Context: an optimization exercise on an open-source flow, tuned for small area. The choices shown serve that exercise and are no tape-out recipe. The RTL was checked by simulation tests, not by an equivalence proof against the original design. The clock input has no modelled driver; a real chip could not lean on it and would need a root buffer or a full tree. Power figures rest on the tool's default switching activity, not on a simulated workload.

==> v9 <==
## CRC32
module CRC32(rst_n, clk, sof, eof, data_v, data, full, err);
==> flow/config.mk <==
export PLATFORM = sky130hd
export DESIGN_NAME = CRC32
export DESIGN_NICKNAME = CRC32
export VERILOG_FILES = /design/flow/design.v
export SDC_FILE = /design/flow/constraint.sdc
export NUM_CORES = 4
export LEC_CHECK = 0
export CAP_MARGIN = 20
export CORE_MARGIN = 2
export CORE_UTILIZATION = 40
export SLEW_MARGIN = 20
==> flow/constraint.sdc <==
create_clock -name core_clock -period 5.0 [get_ports {clk}]
set_input_delay 1.0000 -clock core_clock [delete_from_list [all_inputs] [get_ports {clk}]]
set_output_delay 1.0000 -clock core_clock [all_outputs]
set_load 0.01 [all_outputs]
standard.sh (not shown) runs the stock make flow with config.mk's settings and CLKGATE_MAP_FILE= SYNTH_SCRIPT=/design/flow/synth_recipe.tcl, a recipe that flattens the netlist after the stock synthesis.
==> flow/flow/run.sh <==
#!/bin/bash
# Standard synthesis, then the hand-mapped netlist (flow/net.v, generated by gen/gen3.py) in its
# place when it holds the same flip-flops, then the standard layout with small port buffers and
# clock buffers placed by flow/pre_cts.tcl in place of the clock tree step.
set -uo pipefail
export CLKB_K=4 CLKB_CELL=sky130_fd_sc_hd__clkbuf_4
R=orfs/results/${FLOW_PLATFORM}/CRC32/base
bash standard.sh synth > synth.log 2>&1 || exit 1
cp $R/1_2_yosys.v std_1_2_yosys.v
if python3 flow/swap.py $R/1_2_yosys.v flow/net.v > swap.log 2>&1; then
  rm -f $R/1_synth.odb $R/1_synth.sdc
  bash standard.sh synth > synth_odb.log 2>&1 || exit 1
fi
bash standard.sh \
  CORE_UTILIZATION=65 PLACE_DENSITY=0.75 PRE_CTS_TCL=$PWD/flow/pre_cts.tcl BUFFER_PORTS_ARGS="-buffer_cell sky130_fd_sc_hd__buf_1" \
  CTS_ARGS="-sink_clustering_enable -sink_clustering_size 20 -sink_clustering_max_diameter 500 -root_buf sky130_fd_sc_hd__clkbuf_4 -buf_list sky130_fd_sc_hd__clkbuf_4 -repair_clock_nets -dont_use_dummy_load" \
  finish > finish.log 2>&1 || exit 1
Other scripts of this flow, unchanged in this note and not shown: flow/flow/net.v, flow/flow/pre_cts.tcl, flow/flow/swap.py
==> v28: changes against v9 <==
--- a/flow/flow/run.sh
+++ b/flow/flow/run.sh
@@ -14,3 +14,3 @@
 bash standard.sh \
-  CORE_UTILIZATION=65 PLACE_DENSITY=0.75 PRE_CTS_TCL=$PWD/flow/pre_cts.tcl BUFFER_PORTS_ARGS="-buffer_cell sky130_fd_sc_hd__buf_1" \
+  PRE_CTS_TCL=$PWD/flow/pre_cts.tcl BUFFER_PORTS_ARGS="-buffer_cell sky130_fd_sc_hd__buf_1" \
   CTS_ARGS="-sink_clustering_enable -sink_clustering_size 20 -sink_clustering_max_diameter 500 -root_buf sky130_fd_sc_hd__clkbuf_4 -buf_list sky130_fd_sc_hd__clkbuf_4 -repair_clock_nets -dont_use_dummy_load" \
==> notes <==
Setup slack: v9 is higher than v28 (59 ps).
In v9 the die area is smaller than in v28, by about 37%.
Critical path depth is the same in v28 and v9.
In sequential power, v28 and v9 hardly differ.
==> figures <==
| quantity | v28 | v9 |
|---|---|---|
| Routed via count | 1,246 | 1,251 |
| Chip width | 69.8 um | 55.6 um |
| Final period utilization | 0.588 | 0.576 |
| Tap Count | 50 | 30 |
| Result of the run | complete, no violations | complete, no violations |
| Worst endpoint required time | 5050 ps | 5040 ps |
| Via-to-Cell Ratio | 5.56 | 6.13 |
| Area grow syn2layout | 8.39% | 6.95% |
| Pin slew with the least headroom to its limit | 798 ps | 794 ps |
| Worst path max stage delay | 490 ps | 520 ps |
In every run of this note, the design's own scripts or RTL, not TritonCTS, make the clock network.

========
==> 08-19 <==
Another version of the RTL of CRC32 (not shown whole).
==> flow/config.mk <==
export PLATFORM = sky130hd
export DESIGN_NAME = CRC32
export DESIGN_NICKNAME = CRC32
export VERILOG_FILES = /design/flow/design.v
export SDC_FILE = /design/flow/constraint.sdc
export NUM_CORES = 4
export LEC_CHECK = 0
export CAP_MARGIN = 20
export CORE_MARGIN = 2
export CORE_UTILIZATION = 40
export SLEW_MARGIN = 20
==> flow/constraint.sdc <==
create_clock -name core_clock -period 5.0 [get_ports {clk}]
set_input_delay 1.0000 -clock core_clock [delete_from_list [all_inputs] [get_ports {clk}]]
set_output_delay 1.0000 -clock core_clock [all_outputs]
set_load 0.01 [all_outputs]
==> flow/flow/run.sh <==
#!/bin/bash
# Standard synthesis, then the hand-mapped netlist (flow/net.v, generated by gen/gen3.py) in its
# place when it holds the same flip-flops, then the standard layout with small port buffers and
# clock buffers placed by flow/pre_cts.tcl in place of the clock tree step.
set -uo pipefail
export CLKB_K=4 CLKB_CELL=sky130_fd_sc_hd__clkbuf_4
R=orfs/results/${FLOW_PLATFORM}/CRC32/base
bash standard.sh synth > synth.log 2>&1 || exit 1
cp $R/1_2_yosys.v std_1_2_yosys.v
if python3 flow/swap.py $R/1_2_yosys.v flow/net.v > swap.log 2>&1; then
  rm -f $R/1_synth.odb $R/1_synth.sdc
  bash standard.sh synth > synth_odb.log 2>&1 || exit 1
fi
bash standard.sh \
  PRE_CTS_TCL=$PWD/flow/pre_cts.tcl BUFFER_PORTS_ARGS="-buffer_cell sky130_fd_sc_hd__buf_1" \
  CTS_ARGS="-sink_clustering_enable -sink_clustering_size 20 -sink_clustering_max_diameter 500 -root_buf sky130_fd_sc_hd__clkbuf_4 -buf_list sky130_fd_sc_hd__clkbuf_4 -repair_clock_nets -dont_use_dummy_load" \
  finish > finish.log 2>&1 || exit 1
==> flow/flow/pre_cts.tcl <==
# Clock buffering in place of the clock tree step: the flip-flops are split by placement into
# CLKB_K groups (k-means on their positions); each group gets one clock buffer of type
# CLKB_CELL at its centre, driven straight from the clock port.
proc clock_tree_synthesis {args} {
  set K $::env(CLKB_K)
  set cellname $::env(CLKB_CELL)
  set db [ord::get_db]
  set block [ord::get_db_block]
  set clknet [$block findNet clk]
  set sinks {}
  foreach it [$clknet getITerms] {
    set inst [$it getInst]
    set bb [$inst getBBox]
    lappend sinks [list $it [expr {([$bb xMin] + [$bb xMax]) / 2.0}] [expr {([$bb yMin] + [$bb yMax]) / 2.0}]]
  }
  set n [llength $sinks]
  set sorted [lsort -real -index 1 $sinks]
  set cx {}; set cy {}
  for {set k 0} {$k < $K} {incr k} {
    set s [lindex $sorted [expr {int(($k + 0.5) * $n / $K)}]]
    lappend cx [lindex $s 1]; lappend cy [lindex $s 2]
  }
  for {set iter 0} {$iter < 50} {incr iter} {
    set assign {}
    foreach s $sinks {
      set best 0; set bd 1e30
      for {set k 0} {$k < $K} {incr k} {
        set d [expr {abs([lindex $s 1] - [lindex $cx $k]) + abs([lindex $s 2] - [lindex $cy $k])}]
        if {$d < $bd} { set bd $d; set best $k }
      }
      lappend assign $best
    }
    set nx {}; set ny {}
    for {set k 0} {$k < $K} {incr k} {
      set sx 0.0; set sy 0.0; set c 0
      foreach s $sinks a $assign { if {$a == $k} { set sx [expr {$sx + [lindex $s 1]}]; set sy [expr {$sy + [lindex $s 2]}]; incr c } }
      if {$c > 0} { lappend nx [expr {$sx / $c}]; lappend ny [expr {$sy / $c}] } else { lappend nx [lindex $cx $k]; lappend ny [lindex $cy $k] }
    }
    set cx $nx; set cy $ny
  }
  set master [$db findMaster $cellname]
  for {set k 0} {$k < $K} {incr k} {
    set inst [odb::dbInst_create $block $master "clkbuf_k$k"]
    set net [odb::dbNet_create $block "clknet_k$k"]
    $net setSigType CLOCK
    [$inst findITerm A] connect $clknet
    [$inst findITerm X] connect $net
    set c 0
    foreach s $sinks a $assign {
      if {$a == $k} { set it [lindex $s 0]; $it disconnect; $it connect $net; incr c }
    }
    $inst setLocation [expr {int([lindex $cx $k])}] [expr {int([lindex $cy $k])}]
    $inst setPlacementStatus PLACED
    puts "clock buffer $k ($cellname) drives $c flip-flops"
  }
}
Other scripts of this flow, unchanged in this note and not shown: flow/flow/net.v, flow/flow/swap.py
==> 03-28 (differences from 08-19) <==
==> flow/flow/run.sh (replaced) <==
#!/bin/bash
# Standard synthesis, then the hand-mapped netlist (flow/net.v, generated by gen/gen3.py) in its
# place when it holds the same flip-flops, then the standard layout with small port buffers and
# clock tree built from clkbuf_4 without dummy loads.
set -uo pipefail
R=orfs/results/${FLOW_PLATFORM}/CRC32/base
bash standard.sh synth > synth.log 2>&1 || exit 1
cp $R/1_2_yosys.v std_1_2_yosys.v
if python3 flow/swap.py $R/1_2_yosys.v flow/net.v > swap.log 2>&1; then
  rm -f $R/1_synth.odb $R/1_synth.sdc
  bash standard.sh synth > synth_odb.log 2>&1 || exit 1
fi
bash standard.sh \
  BUFFER_PORTS_ARGS="-buffer_cell sky130_fd_sc_hd__buf_1" \
  CTS_ARGS="-sink_clustering_enable -sink_clustering_size 20 -sink_clustering_max_diameter 500 -root_buf sky130_fd_sc_hd__clkbuf_4 -buf_list sky130_fd_sc_hd__clkbuf_2 -repair_clock_nets -dont_use_dummy_load" \
  finish > finish.log 2>&1 || exit 1
removed: flow/flow/pre_cts.tcl
==> qor summary <==
metric	03-28	08-19
Outcome	complete, no violations	complete, no violations
Area Growth Syn to Fin	8.80%	8.36%
Non-filler cells in the finished layout	226	225
Met3 routed wirelength	109 um	128 um
Headroom to the max-slew limit	49.0%	49.5%
Power of the clock network	132 uW	109 uW
Crit share post-route	58.3%	58.2%
Fraction of standard cell area that is sequential	40.6%	40.7%
P per Cell Area	707 nW/um^2	697 nW/um^2
Wire length of the first global-routing pass	6.47 mm	6.35 mm
Routing usage on met1	22.5%	22.1%
Tmin final	2.92 ns	2.91 ns
Sequential cell power	470 uW	471 uW
Clock latency on the worst-skew pair	0.33 ns	0.17 ns
Multi-input gate share of the layout cell area	51.0%	51.2%
Fraction of layout instances using a drive strength above 1	3.98%	3.43%
Crit path largest cell delay	0.51 ns	0.50 ns
Proportion of power drawn by combinational gates	54.9%	55.9%
Standby leakage power	0.825 nW	0.820 nW
Number of vias in the routed layout	1282	1270
Number of violations reported at the end of detailed-routing iteration 0	89	67
Reg power frac	35.2%	35.9%
In 08-19 the design's own scripts or RTL, not TritonCTS, make the clock network.

[afterwards: timing with drivers on the ports]
The flow's constraints put no driver on any port. The routed layouts listed below were extracted and timed again, unchanged, in two steps.
Step 1 assumes that a clkbuf_16 drives the clock port and a buf_2 every other input.
Step 2 also shifts input and output timing later by t, the mid clock arrival at the registers, as if the neighbouring blocks saw the same clock.
a / b / c = no drivers / after step 1 / after step 2; a / b = the first two.
run | t (ns) | setup slack, ns | pins driven straight from the clock port
v9 | 0.206 | 2.119 / 2.118 / 2.118 | 4
v28 | 0.206 | 2.060 / 2.060 / 2.060 | 4
08-19 | 0.198 | 2.090 / 2.090 / 2.090 | 4
03-28 | 0.341 | 2.083 / 2.083 / 2.083 | 1
After both steps setup and hold are still met in every run listed. For v9, which loses most, drivers alone change the setup slack by -0.001 ns; drivers and shift together by -0.001 ns.
